What follows belongs to an exercise in optimizing a design on an open flow for small area, a short achievable clock period and few clock cycles; a production flow would make more cautious choices. Function was checked by simulation only, so behaviour that the tests miss may differ from the original. Power and IR drop assume default switching activity.

`flow/config.mk`:
```
export PLATFORM = sky130hd
export DESIGN_NAME = Proccessor
export DESIGN_NICKNAME = Proccessor
export VERILOG_FILES = /design/flow/design.v
export SDC_FILE = /design/flow/constraint.sdc
export NUM_CORES = 4
export LEC_CHECK = 0
export ABC_AREA = 1
export CAP_MARGIN = 20
export CORE_MARGIN = 2
export CORE_UTILIZATION = 45
export CTS_BUF_LIST = sky130_fd_sc_hd__clkbuf_8
export CTS_CLUSTER_SIZE = 30
export PLACE_DENSITY = 0.55
export SLEW_MARGIN = 20
```
`flow/constraint.sdc`:
```
create_clock -name core_clock -period 18.0 [get_ports {clk}]
set_input_delay 3.6000 -clock core_clock [delete_from_list [all_inputs] [get_ports {clk}]]
set_output_delay 3.6000 -clock core_clock [all_outputs]
set_load 0.01 [all_outputs]
```
`flow/design.v`:
```
`timescale 1ns / 1ps
module Proccessor(
    input         clk,
    input         reset,
    output [31:0] imem_addr,
    input  [31:0] imem_rdata,
    output [31:0] dmem_addr,
    output [31:0] dmem_wdata,
    output [3:0]  dmem_wstrb,
    input  [31:0] dmem_rdata
);
    reg  [4:0]  rd;                  
    reg  [2:0]  f3;                  
    reg         c_sra;               
    reg  [31:0] a;                   
    reg  [31:0] b;                   
    reg  [4:0]  sa;                  
    reg  [11:0] addr_lo;
    reg         addr_inc, addr_dec;
    reg  [15:1] bt_lo;
    reg  [31:16] bt_hi0, bt_hi1;
    reg         bt_c;
    reg  [31:2] pc4;                 
    reg  [3:0]  cmp_g, cmp_l;
    reg         s1_neg, s_diff;
    reg         c_sub, c_alu, c_lui, c_load, c_auipc;
    reg         c_wr, c_jal, c_br, c_jalr;    
    reg  [3:0]  wstrb;                   
    reg         started;             
    wire [31:12] a_inc = a[31:12] + 20'd1;
    wire [31:12] a_dec = a[31:12] - 20'd1;
    wire [31:12] addr_hi = addr_inc ? a_inc : addr_dec ? a_dec : a[31:12];
    wire [31:0]  addr = {addr_hi, addr_lo};
    wire [31:1]  bt = {bt_c ? bt_hi1 : bt_hi0, bt_lo};
    wire cg_hi = cmp_g[3] | ~cmp_l[3] & cmp_g[2];
    wire cl_hi = cmp_l[3] | ~cmp_g[3] & cmp_l[2];
    wire cg_lo = cmp_g[1] | ~cmp_l[1] & cmp_g[0];
    wire cl_lo = cmp_l[1] | ~cmp_g[1] & cmp_l[0];
    wire e_gt_u = cg_hi | ~cl_hi & cg_lo;
    wire e_lt_u = cl_hi | ~cg_hi & cl_lo;
    wire e_eq   = ~(e_gt_u | e_lt_u);
    wire e_lt_s = s_diff ? s1_neg : e_lt_u;
    wire cond = f3[2] ? ((f3[1] ? e_lt_u : e_lt_s) ^ f3[0]) : (e_eq ^ f3[0]);
    wire take = c_jal | (c_br & cond);
    wire        sel_j = c_jalr & started;
    wire        sel_s = ~c_jalr & started & ~take;
    wire [31:0] next_pc = ({32{sel_j}} & {addr[31:1], 1'b0}) |
                          ({32{take}}  & {bt, 1'b0}) |
                          ({32{sel_s}} & {pc4, 2'b00});
    assign imem_addr = next_pc;
    wire [31:0] fw = imem_rdata;
    wire [4:0]  f_opc = fw[6:2];
    wire [2:0]  f_f3  = fw[14:12];
    wire [4:0]  f_rs1 = fw[19:15];
    wire [4:0]  f_rs2 = fw[24:20];
    wire [4:0]  f_rd  = fw[11:7];
    wire f_lui   = f_opc == 5'b01101;
    wire f_auipc = f_opc == 5'b00101;
    wire f_jal   = f_opc == 5'b11011;
    wire f_jalr  = f_opc == 5'b11001;
    wire f_br    = f_opc == 5'b11000;
    wire f_load  = f_opc == 5'b00000;
    wire f_store = f_opc == 5'b01000;
    wire f_opi   = f_opc == 5'b00100;
    wire f_opr   = f_opc == 5'b01100;
    wire f_alu   = f_opi | f_opr;
    wire f_wr    = (f_alu | f_lui | f_load | f_auipc | f_jal | f_jalr) & (f_rd != 5'd0);
    wire f_sub   = (f_alu & (f_f3 == 3'b010 || f_f3 == 3'b011)) |
                   (f_opr & f_f3 == 3'b000 & fw[30]);
    wire [31:0] f_imm_i = {{21{fw[31]}}, fw[30:20]};
    wire [31:0] f_imm_s = {{21{fw[31]}}, fw[30:25], fw[11:7]};
    wire [31:0] f_imm_b = {{20{fw[31]}}, fw[7], fw[30:25], fw[11:8], 1'b0};
    wire [31:0] f_imm_u = {fw[31:12], 12'b0};
    wire [31:0] f_imm_j = {{12{fw[31]}}, fw[19:12], fw[20], fw[30:21], 1'b0};
    wire [31:0] wb;
    wire [31:0] rfq [0:31];
    assign rfq[0] = 32'b0;
    genvar gi;
    generate
        for (gi = 1; gi < 32; gi = gi + 1) begin : g_rf
            reg [31:0] r;
            always @(posedge clk)
                if (c_wr && rd == gi) r <= wb;
            assign rfq[gi] = r;
        end
    endgenerate
    wire [7:0]  s1_lo = 8'b1 << f_rs1[2:0];
    wire [3:0]  s1_hi = 4'b1 << f_rs1[4:3];
    wire [7:0]  s2_lo = 8'b1 << f_rs2[2:0];
    wire [3:0]  s2_hi = 4'b1 << f_rs2[4:3];
    reg  [31:0] g1 [0:3];
    reg  [31:0] g2 [0:3];
    integer gj, gk;
    always @(*) begin
        for (gj = 0; gj < 4; gj = gj + 1) begin
            g1[gj] = 32'b0;
            g2[gj] = 32'b0;
            for (gk = 0; gk < 8; gk = gk + 1) begin
                g1[gj] = g1[gj] | (rfq[8*gj+gk] & {32{s1_lo[gk]}});
                g2[gj] = g2[gj] | (rfq[8*gj+gk] & {32{s2_lo[gk]}});
            end
        end
    end
    wire [31:0] rd1 = (g1[0] & {32{s1_hi[0]}}) | (g1[1] & {32{s1_hi[1]}}) |
                      (g1[2] & {32{s1_hi[2]}}) | (g1[3] & {32{s1_hi[3]}});
    wire [31:0] rd2 = (g2[0] & {32{s2_hi[0]}}) | (g2[1] & {32{s2_hi[1]}}) |
                      (g2[2] & {32{s2_hi[2]}}) | (g2[3] & {32{s2_hi[3]}});
    wire [31:0] r1 = (c_wr && rd == f_rs1) ? wb : rd1;
    wire [31:0] r2 = (c_wr && rd == f_rs2) ? wb : rd2;
    wire [31:0] f_b    = (f_opr | f_store) ? r2 : f_lui ? f_imm_u : f_imm_i;
    wire [11:0] f_ofs    = f_store ? f_imm_s[11:0] : f_imm_i[11:0];
    wire [12:0] f_addr_l = {1'b0, r1[11:0]} + {1'b0, f_ofs};
    wire [1:0]  f_lo     = f_addr_l[1:0];
    wire [31:0] f_bimm = f_jal ? f_imm_j : (f_br ? f_imm_b : f_imm_u);
    wire [16:1]  f_bt_l  = {1'b0, next_pc[15:1]} + {1'b0, f_bimm[15:1]};
    wire [31:16] f_bt_h0 = next_pc[31:16] + f_bimm[31:16];
    wire [31:16] f_bt_h1 = next_pc[31:16] + f_bimm[31:16] + 16'd1;
    wire [31:2] f_pc4  = next_pc[31:2] + 30'd1;
    wire [31:0] cg0 = r1 & ~r2;
    wire [31:0] cl0 = ~r1 & r2;
    wire [15:0] cg1, cl1;
    wire [7:0]  cg2, cl2;
    wire [3:0]  cg3, cl3;
    generate
        for (gi = 0; gi < 16; gi = gi + 1) begin : g_c1
            assign cg1[gi] = cg0[2*gi+1] | ~cl0[2*gi+1] & cg0[2*gi];
            assign cl1[gi] = cl0[2*gi+1] | ~cg0[2*gi+1] & cl0[2*gi];
        end
        for (gi = 0; gi < 8; gi = gi + 1) begin : g_c2
            assign cg2[gi] = cg1[2*gi+1] | ~cl1[2*gi+1] & cg1[2*gi];
            assign cl2[gi] = cl1[2*gi+1] | ~cg1[2*gi+1] & cl1[2*gi];
        end
        for (gi = 0; gi < 4; gi = gi + 1) begin : g_c3
            assign cg3[gi] = cg2[2*gi+1] | ~cl2[2*gi+1] & cg2[2*gi];
            assign cl3[gi] = cl2[2*gi+1] | ~cg2[2*gi+1] & cl2[2*gi];
        end
    endgenerate
    wire [3:0] f_mask = f_f3[1] ? 4'b1111 :
                        f_f3[0] ? (f_lo[1] ? 4'b1100 : 4'b0011) :
                                  (4'b0001 << f_lo);
    always @(posedge clk) begin
        rd      <= f_rd;
        f3      <= f_f3;
        c_sra   <= fw[30];
        a       <= r1;
        b       <= f_b;
        sa      <= f_b[4:0];
        addr_lo <= f_addr_l[11:0];
        addr_inc <= f_addr_l[12] & ~f_ofs[11];
        addr_dec <= ~f_addr_l[12] & f_ofs[11];
        bt_lo   <= f_bt_l[15:1];
        bt_c    <= f_bt_l[16];
        bt_hi0  <= f_bt_h0;
        bt_hi1  <= f_bt_h1;
        pc4     <= f_pc4;
        cmp_g   <= cg3;
        cmp_l   <= cl3;
        s1_neg  <= r1[31];
        s_diff  <= r1[31] ^ r2[31];
        c_sub   <= f_sub;
        c_alu   <= f_alu;
        c_lui   <= f_lui;
        c_load  <= f_load;
        c_auipc <= f_auipc;
    end
    always @(posedge clk or posedge reset)
        if (reset) begin
            started <= 1'b0;
            c_wr    <= 1'b0;
            c_jal   <= 1'b0;
            c_br    <= 1'b0;
            c_jalr  <= 1'b0;
            wstrb   <= 4'b0000;
        end else begin
            started <= 1'b1;
            c_wr    <= f_wr;
            c_jal   <= f_jal;
            c_br    <= f_br;
            c_jalr  <= f_jalr;
            wstrb   <= f_store ? f_mask : 4'b0000;
        end
    wire [31:0] bx = c_sub ? ~b : b;
    wire [33:0] sum_x = {1'b0, a, 1'b1} + {1'b0, bx, c_sub};
    wire [32:0] sum = sum_x[33:1];
    wire s_lt_u = ~sum[32];
    wire s_lt_s = (a[31] == bx[31]) ? a[31] : s_lt_u;
    wire        shl = ~f3[2];
    wire [31:0] a_rev;
    wire [31:0] sh_r;
    wire [31:0] sh_rev;
    generate
        for (gi = 0; gi < 32; gi = gi + 1) begin : g_rev
            assign a_rev[gi]  = a[31 - gi];
            assign sh_rev[gi] = sh_r[31 - gi];
        end
    endgenerate
    wire [31:0] sh_in = shl ? a_rev : a;
    wire        sh_fill = c_sra & a[31] & ~shl;
    wire [32:0] sh_full = $signed({sh_fill, sh_in}) >>> sa;
    assign sh_r = sh_full[31:0];
    wire [31:0] sh_res = shl ? sh_rev : sh_r;
    reg [31:0] alu_res;
    always @(*) begin
        case (f3)
            3'b000: alu_res = sum[31:0];
            3'b001: alu_res = sh_res;
            3'b010: alu_res = {31'b0, s_lt_s};
            3'b011: alu_res = {31'b0, s_lt_u};
            3'b100: alu_res = a ^ b;
            3'b101: alu_res = sh_res;
            3'b110: alu_res = a | b;
            default: alu_res = a & b;
        endcase
    end
    assign dmem_addr  = addr;
    assign dmem_wdata = f3[1] ? b : f3[0] ? {2{b[15:0]}} : {4{b[7:0]}};
    assign dmem_wstrb = wstrb;
    wire [1:0]  lo  = addr[1:0];
    wire [31:0] rsh = dmem_rdata >> {lo, 3'b000};
    wire [31:0] ld = f3[1] ? dmem_rdata :
                     f3[0] ? {{16{rsh[15] & ~f3[2]}}, rsh[15:0]} :
                             {{24{rsh[7] & ~f3[2]}}, rsh[7:0]};
    assign wb = c_alu   ? alu_res :
                c_lui   ? b :
                c_load  ? ld :
                c_auipc ? {bt, 1'b0} : {pc4, 2'b00};
endmodule
```
`flow/flow/run.sh`:
```
#!/bin/bash
# Own layout flow: the standard synthesis and layout (standard.sh), with
# the timing repair steps asked to leave extra setup slack, and the port
# buffers made with buf_4 cells rather than the default choice. The SDC,
# clock period and every other step are unchanged.
set -euo pipefail
bash standard.sh synth > run_synth.log 2>&1
bash standard.sh SETUP_SLACK_MARGIN=11 "BUFFER_PORTS_ARGS=-buffer_cell sky130_fd_sc_hd__buf_4" finish > run_layout.log 2>&1
```
`flow/standard.sh`:
```
#!/bin/bash
# synth_recipe.tcl (not shown) runs the flow's synth.tcl, then flattens the netlist and writes it again
# the make line also repeats each setting of config.mk as NAME=value (left out here)
make -C /OpenROAD-flow-scripts/flow DESIGN_CONFIG=/design/flow/config.mk WORK_HOME=/design/flow/orfs CLKGATE_MAP_FILE= SYNTH_SCRIPT=/design/flow/synth_recipe.tcl "${@:-finish}"
```
==> results.cfg, run 1 <==
[critical_path]
path_max_fanout = 41
timing.rr.start = c_sub$_DFF_P_
worstPathArrival_ns = 7.87
endpoint_kind = flop
path_class = in -> reg
cp-start-kind = input port
startpoint = imem_rdata[20]
cp_data_required_time_ns = 18.88

[clock_network]
cts_buffers = 200
root_buffer = clkbuf_8
cts_tree = yes
htreeDepth = 4
cts_hold_buf = 0
cts_sinks = 1180
clock_path_buffers = 3
clock_latency_ns = 0.99
clk_pin_slew_ns = 0.06

[final_layout]
fillers = 13181
drive_gt1_frac = 0.119
layout_common_cells = nand2_1 (1,687), edfxtp_1 (992), inv_1 (834)
final_nets = 7397
area_delta_synth_final_pct = 13.7
final_common_cell = nand2_1

[synth]
ys_types = 73
syn_area_um2 = 63200
synth_edf_count = 992
synthesis.instances = 6990
syn_area_per_cell_um2 = 9.04
yosys_warnings = 3
ys_async_sr_fraction = 0.00763
seq_area_frac_synth = 0.531
ys_seq_elements = 1180
synth.net_count = 7202
ys_dominant_reg_cell = edfxtp_1

[global_routing]
grt_util_met3 = 0.0973
grt_usage = 0.407
grt_max_degree = 90
overflow = 0
top_usage_layer = met2
met2_usage = 0.619
grt_pass1_wl_um = 409000
grt_pass1_vias = 54298
use_met1 = 0.523
antenna_found_initial = 10

[floorplan]
ioPinCount = 166
rows = 137
die-area_um2 = 143000
core-area_um2 = 140000
die_w_um = 379
die_h_um = 379
initial_core_util = 0.453

[sta]
fin_worst_skew_ns = 0.0724
timing.final.hold_violations = 0
setup_violations = 0
setup_tns_ns = 0
slew_headroom = 0.227
fmax_mhz = 143
post-route-period-util = 0.389
maxSlewViolCount = 0
rsz0062_at_grt = yes
worstMarginPinSlew_ns = 1.16
hold_slack_ns = 0.543
fin_crit_ns = 7.00

[place]
place.detailed.hpwl_um = 183000
io_buffers = 162
place.gp.congestion = 1.03

[detailed_routing]
drc = 0
ant_nets = 0
first_iter_violations = 8685
routed_wl_um = 300000
routedWlPerCell_um = 32.5
viasPerCell = 6.40
first_pass_iters = 6
via_count = 59071

[status]
status = complete, no violations

[pwr]
irDropWorstVdd_mv = 0.0653
p_leak_nw = 28.8
power_density_nw_per_um2 = 94.4

[job]
drv_cap = 0

[worst_hold_path]
min_path_type = reg -> reg
hold_start = pc4[2]$_DFF_P_
[registers in the layout, indices dropped and copies added, names as in the netlist, 12 cells and up]
name and flops:
a 32, addr_lo 12, b 28, bt_hi0 16
bt_hi1 16, bt_lo 15, g_rf.r 992, pc4 30
[layout make-up]
type / count / area, um^2 / share of cell area
Clock inverter: 149 / 791 / 0.0110
Timing Repair Buffer: 378 / 3110 / 0.0433
Sequential cell: 1180 / 33600 / 0.468
Tap cell: 1876 / 2350 / 0.0327
Multi-Input combinational cell: 4605 / 25900 / 0.360
Clock buffer: 210 / 2890 / 0.0402
Inverter: 820 / 3210 / 0.0447
Antenna cell: 7 / 17.5 / 0.000244
[worst paths after layout]
kind / end / slack, ns / cells past startpoint
max: cmp_l[3]$_DFF_P_ / 11.00 / 16
min: pc4[2]$_DFF_P_ / 0.54 / 2
max reg2reg: addr_inc$_DFF_P_ / 11.89 / 35
min reg2reg: pc4[2]$_DFF_P_ / 0.54 / 2
max in group asynchronous: wstrb[0]$_DFF_PP0_ / 15.08 / 2
min in group asynchronous: c_jal$_DFF_PP0_ / 2.62 / 2
[power by group]
group          switching (mW)  total (mW)  internal, mW  leakage (nW)
logic                   0.956        1.32         0.368          15.9
clock network            1.17        2.29          1.13          2.11
registers              0.0895        3.17          3.08          10.8
[metrics by stage]
step	instance area, um^2	total power [mW]	cells	worst slack (ns)	util
after floorplan	63200	3.88	6990	11.04	-
after global placement	66900	4.45	8804	8.83	0.479
after detailed placement	66900	4.45	8804	8.94	0.479
after CTS	71200	6.73	9192	10.99	0.510
after global routing	71800	6.99	9221	10.89	0.515
final	71900	6.79	9225	11.00	0.515
[timing repair]
item,CTS,global route
setup endpoints to repair,54,38
gates resized for setup,99,87
pin swaps,13,10
buffers inserted,27,20
cloned,2,6
[cell usage after synthesis (all sizes together), types with 143 or more instances]
cell    instances  area (um^2)
a21oi         243         1220
a221oi        196         1720
clkbuf        259          972
dfxtp         179         3580
edfxtp        992        29800
ha            143         1790
inv           810         3040
nand2        1717         6480
nand3         391         2000
nor2          402         1520
o21ai         431         2190
o22ai         241         1510
[cells by family (layout without fill, tap and decap cells)]
logic type	Yosys count	in the layout	synth area share
DFF	1180	1180	0.531
and+or+nand+nor	2723	2726	0.179
AOI/OAI and AO/OA	1610	1610	0.169
other	2	9	0.000119
xor gates and xnor gates	117	117	0.0162
muxes	4	4	0.000633
buffers and inverters	1208	1557	0.0740
adders and majority gates	146	146	0.0293
[per-layer routing]
layer | wire (um) | share of wire | up-vias
met4 | 22600 | 0.075 | 6
met3 | 37300 | 0.12 | 1065
li1 | - | - | 25180
met1 | 110000 | 0.37 | 28341
met2 | 129000 | 0.43 | 4479
met5 | 41 | 0.00014 | -
[critical path, cell delays in order]
cell	delay [ns]
buf_4	0.21
nand3_4	0.41
inv_4	0.75
buf_4	0.80
a221oi_1	0.18
o211ai_1	0.17
inv_1	0.07
o221ai_1	0.66
o21ai_0	0.41
nor2_1	0.18
nand2_1	0.06
nand2_1	0.05
nand2_1	0.05
nand2_1	0.06
nand2_1	0.06
nand2_1	0.07
Testbench counts, summed over its fixed seeds: cycles 50,846.
==> run 2, diff against run 1 <==
--- a/flow/design.v
+++ b/flow/design.v
@@ -19,2 +19,3 @@
     reg         addr_inc, addr_dec;
+    reg  [31:13] inc_m, dec_m;
     reg  [15:1] bt_lo;
@@ -24,10 +25,9 @@
     reg  [3:0]  cmp_g, cmp_l;
-    reg         s1_neg, s_diff;
+    reg         k_take, p_eq, p_ne, p_lt, p_ge;
     reg         c_sub, c_alu, c_lui, c_load, c_auipc;
-    reg         c_wr, c_jal, c_br, c_jalr;    
+    reg         c_wr, c_jalr;    
     reg  [3:0]  wstrb;                   
     reg         started;             
-    wire [31:12] a_inc = a[31:12] + 20'd1;
-    wire [31:12] a_dec = a[31:12] - 20'd1;
-    wire [31:12] addr_hi = addr_inc ? a_inc : addr_dec ? a_dec : a[31:12];
+    wire [31:12] flip = {({19{addr_inc}} & inc_m) | ({19{addr_dec}} & dec_m), addr_inc | addr_dec};
+    wire [31:12] addr_hi = a[31:12] ^ flip;
     wire [31:0]  addr = {addr_hi, addr_lo};
@@ -41,5 +41,3 @@
     wire e_eq   = ~(e_gt_u | e_lt_u);
-    wire e_lt_s = s_diff ? s1_neg : e_lt_u;
-    wire cond = f3[2] ? ((f3[1] ? e_lt_u : e_lt_s) ^ f3[0]) : (e_eq ^ f3[0]);
-    wire take = c_jal | (c_br & cond);
+    wire take = k_take | (p_eq & e_eq) | (p_ne & ~e_eq) | (p_lt & e_lt_u) | (p_ge & ~e_lt_u);
     wire        sel_j = c_jalr & started;
@@ -113,2 +111,11 @@
     wire [1:0]  f_lo     = f_addr_l[1:0];
+    wire [31:13] f_inc_m, f_dec_m;
+    assign f_inc_m[13] = r1[12];
+    assign f_dec_m[13] = ~r1[12];
+    generate
+        for (gi = 14; gi < 32; gi = gi + 1) begin : g_m
+            assign f_inc_m[gi] = &r1[gi-1:12];
+            assign f_dec_m[gi] = ~|r1[gi-1:12];
+        end
+    endgenerate
     wire [31:0] f_bimm = f_jal ? f_imm_j : (f_br ? f_imm_b : f_imm_u);
@@ -137,2 +144,3 @@
     endgenerate
+    wire f_sdiff = r1[31] ^ r2[31];
     wire [3:0] f_mask = f_f3[1] ? 4'b1111 :
@@ -150,2 +158,4 @@
         addr_dec <= ~f_addr_l[12] & f_ofs[11];
+        inc_m   <= f_inc_m;
+        dec_m   <= f_dec_m;
         bt_lo   <= f_bt_l[15:1];
@@ -157,4 +167,2 @@
         cmp_l   <= cl3;
-        s1_neg  <= r1[31];
-        s_diff  <= r1[31] ^ r2[31];
         c_sub   <= f_sub;
@@ -169,5 +177,8 @@
             c_wr    <= 1'b0;
-            c_jal   <= 1'b0;
-            c_br    <= 1'b0;
             c_jalr  <= 1'b0;
+            k_take  <= 1'b0;
+            p_eq    <= 1'b0;
+            p_ne    <= 1'b0;
+            p_lt    <= 1'b0;
+            p_ge    <= 1'b0;
             wstrb   <= 4'b0000;
@@ -176,5 +187,8 @@
             c_wr    <= f_wr;
-            c_jal   <= f_jal;
-            c_br    <= f_br;
             c_jalr  <= f_jalr;
+            k_take  <= f_jal | (f_br & f_f3[2] & ~f_f3[1] & f_sdiff & (r1[31] ^ f_f3[0]));
+            p_eq    <= f_br & (f_f3 == 3'b000);
+            p_ne    <= f_br & (f_f3 == 3'b001);
+            p_lt    <= f_br & f_f3[2] & (f_f3[1] | ~f_sdiff) & ~f_f3[0];
+            p_ge    <= f_br & f_f3[2] & (f_f3[1] | ~f_sdiff) & f_f3[0];
             wstrb   <= f_store ? f_mask : 4'b0000;
--- a/flow/flow/run.sh
+++ b/flow/flow/run.sh
@@ -7,2 +7,2 @@
 bash standard.sh synth > run_synth.log 2>&1
-bash standard.sh SETUP_SLACK_MARGIN=11 "BUFFER_PORTS_ARGS=-buffer_cell sky130_fd_sc_hd__buf_4" finish > run_layout.log 2>&1
+bash standard.sh SETUP_SLACK_MARGIN=11.5 "BUFFER_PORTS_ARGS=-buffer_cell sky130_fd_sc_hd__buf_4" finish > run_layout.log 2>&1
==> run 2 against run 1 <==
Compared with the run above: hold slack better by 0.14 ns; sequential cell count up 39; final cell count up 3.8%; critical path depth up 1; still clean; sequential share of layout area down 1.5 points; largest power group unchanged; via count up 4.1%; sequential power up 3%; critical endpoint is now cmp_g[1]$_DFF_P_.
==> results.cfg, run 2 <==
[sta]
timing.final.hold_violations = 0
rsz0062_at_grt = yes
fin_worst_skew_ns = 0.0777
fin_crit_ns = 6.61
maxSlewViolCount = 0
slew_headroom = 0.172
final.setup.worst_slack_ns = 11.39
setup_violations = 0
post-route-period-util = 0.367
worstMarginPinSlew_ns = 1.24
fmax_mhz = 151
setup_tns_ns = 0

[final_layout]
fin_cells = 9577
area.sequential_um2 = 34400
drive_gt1_frac = 0.146
finish.instance_area_um2 = 76000
largestRegisters = g_rf.r (992), a (31), pc4 (30)
layout_common_cells = nand2_1 (1,671), edfxtp_1 (992), inv_1 (879)
multiInputGateArea_um2 = 27000
final_common_cell = nand2_1
area_delta_synth_final_pct = 17.0
final_nets = 7706
fillers = 13201
largest_reg_flops = 992
largest_register = g_rf.r

[critical_path]
path_class = in -> reg
cp-start-kind = input port
startpoint = imem_rdata[21]
worst-path-buf-inv = 5
path_max_fanout = 37
crit_chain = buf_4 > nor2_1 > nand2_2 > buf_6 > inv_4 > buf_6 > buf_8 > nand2_1 > o2111ai_1 > o21ai_0 > nand4_1 > o21ai_0 > or2_2 > nand2_1 > nor2_1 > nor2_1 > nand2_1
timing.rr.start = c_sub$_DFF_P_
crit_family = simple AND/OR/NAND/NOR gates
cp_data_required_time_ns = 18.80
timing.rr.end = addr_inc$_DFF_P_
worstPathArrival_ns = 7.40
endpoint_kind = flop
rrSetupSlack_ns = 11.69
slowest_delay_ns = 0.41
r2r_cells = 35
cp_slowest_cell = buf_8

[synth]
synthesis.instances = 7180
synth_area_leaders = edfxtp_1 (46%), nand2_1 (9.9%), dfxtp_1 (6.6%)
synth_most_common_cell = nand2_1
seq_area_frac_synth = 0.530
synth.net_count = 7388
ys_seq_elements = 1219
yosys.area.top_type_share = 0.459
synth_fa_ha_area_frac = 0.0277
synth-xor-area-share = 0.0160
syn_area_um2 = 65000
ys_async_sr_fraction = 0.00984
ys_dominant_reg_cell = edfxtp_1
synth_edf_count = 992
yosys-mux-area-fraction = 0.00245
synth_compound_area_frac = 0.162
yosys_warnings = 3
syn_area_per_cell_um2 = 9.05
synth_top_family_by_area = simple AND/OR/NAND/NOR gates
yosys.area_share.simple = 0.185
yosys-top-cells-count = nand2_1 (1,710), edfxtp_1 (992), inv_1 (838)
ys_types = 77
synth.largest_area_cell = edfxtp_1

[clock_network]
cts_sinks = 1219
htreeDepth = 4
clock_latency_ns = 0.97
clock_path_buffers = 3
cts_tree = yes
root_buffer = clkbuf_8
clk_pin_slew_ns = 0.07
cts_buffers = 206

[worst_hold_path]
min_to = pc4[13]$_DFF_P_
hold_depth = 3
hold_start = pc4[13]$_DFF_P_
min_path_type = reg -> reg

[global_routing]
overflow = 0
grt_pass1_vias = 56803
use_met1 = 0.521
grt_pass1_wl_um = 429000
grt_usage = 0.414
met2_usage = 0.623
grt_util_met3 = 0.115
antenna_found_initial = 17
grt_max_degree = 80
top_usage_layer = met2

[detailed_routing]
routedWlPerCell_um = 32.8
first_pass_iters = 7
first_iter_violations = 9868
via_count = 61517
routed_wl_um = 314000
drc = 0
ant_nets = 0
viasPerCell = 6.42

[place]
dpl_cell_area_um2 = 68600
place.detailed.hpwl_um = 187000
place.gp.congestion = 1.03
placedCellCount = 9018
place_ws_ns = 8.91
io_buffers = 162

[floorplan]
die_h_um = 384
core-area_um2 = 143000
rows = 139
die-area_um2 = 147000
die_w_um = 384
initial_core_util = 0.453
ioPinCount = 166

[pwr]
p_leak_nw = 31.1
power_density_nw_per_um2 = 94.2
p_total_mw = 7.16
irDropWorstVdd_mv = 0.0613

[job]
drv_cap = 0

[status]
status = complete, no violations
run 2: report_power, final:
part	internal, mW	switching [mW]
clock	1.27	1.22
sequential	3.17	0.109
combinational	0.414	0.987
total	4.85	2.32
run 2: how the worst max path moves through the flow:
stage | endpoint | cells past startpoint
finish | cmp_g[1]$_DFF_P_ | 17
global route | addr_inc$_DFF_P_ | 30
CTS | imem_addr[13] | 8
detailed placement | addr_inc$_DFF_P_ | 28
global placement | addr_inc$_DFF_P_ | 28
floorplan | addr_dec$_DFF_P_ | 28
run 2: cell type report:
| class | count | area share |
|---|---|---|
| Sequential cell | 1219 | 0.453 |
| Multi-Input combinational cell | 4700 | 0.355 |
| Timing Repair Buffer | 487 | 0.0609 |
| Inverter | 882 | 0.0466 |
| Clock buffer | 224 | 0.0406 |
| Tap cell | 1903 | 0.0313 |
| Clock inverter | 154 | 0.0126 |
| Timing Repair inverter | 2 | 0.000362 |
| Antenna cell | 6 | 0.000198 |
run 2: what timing repair did:
item,in CTS,in global routing
setup endpoints to repair,141,74
cloned,11,8
pin swaps,46,57
setup buffers,85,70
resized for setup,224,155
hold buffers,0,0
run 2: kinds of logic after synthesis:
group                      after synthesis
AOI/OAI and AO/OA                     1588
adders and majority gates              142
other                                    2
muxes                                   15
xor gates and xnor gates               119
buffers and inverters                 1267
DFF                                   1219
and+or+nand+nor                       2828
run 2: routing by layer:
layer | share of wire | up-vias
li1 | - | 26007
met1 | 0.36 | 29466
met2 | 0.43 | 4812
met3 | 0.14 | 1218
met4 | 0.079 | 14
met5 | 0.00081 | -
run 2: stage by stage:
stage / util / hold WS, ns
after CTS: 0.520 / 0.660
after global routing: 0.530 / 0.706
after detailed placement: 0.478 / 0.624
after global placement: 0.478 / 0.613
after floorplan: - / 0.583
final: 0.530 / 0.681
run 2: worst reg2reg max path: cells and delay by family (launching register included):
kind	cells	cell delay, ns
AOI/OAI and AO/OA	8	1.08
xor gates and xnor gates	1	0.71
adders and majority gates	3	0.90
buffers and inverters	4	0.51
DFF	1	0.32
and+or+nand+nor	19	2.73
Testbench counts of run 2, summed over its fixed seeds: cycles 50,846.

[static timing again, ports no longer ideal]
How much do the figures lean on ideal ports? The routed layouts below were timed once more, with nothing changed but the port constraints. Step 1: set_driving_cell puts a clkbuf_16 on clk and a buf_2 on each other input, an assumption about the parent block. Step 2 also shifts input and output timing later by t, the mid clock arrival at the registers, as if the neighbouring blocks saw the same clock. Slacks: no drivers / after step 1 / after step 2; pairs: no drivers / after step 1.
| run | shift t [ns] | setup slack, ns | cell pins on the clock port's net |
|---|---|---|---|
| run 1 | 1.026 | 11.004 / 10.936 / 9.976 | 1 |
| run 2 | 1.014 | 11.394 / 11.246 / 10.232 | 1 |
After both steps setup and hold are still met in every run listed. The setup slack of run 2, which loses most, moves by -0.148 ns with the drivers and by -1.162 ns with both steps.
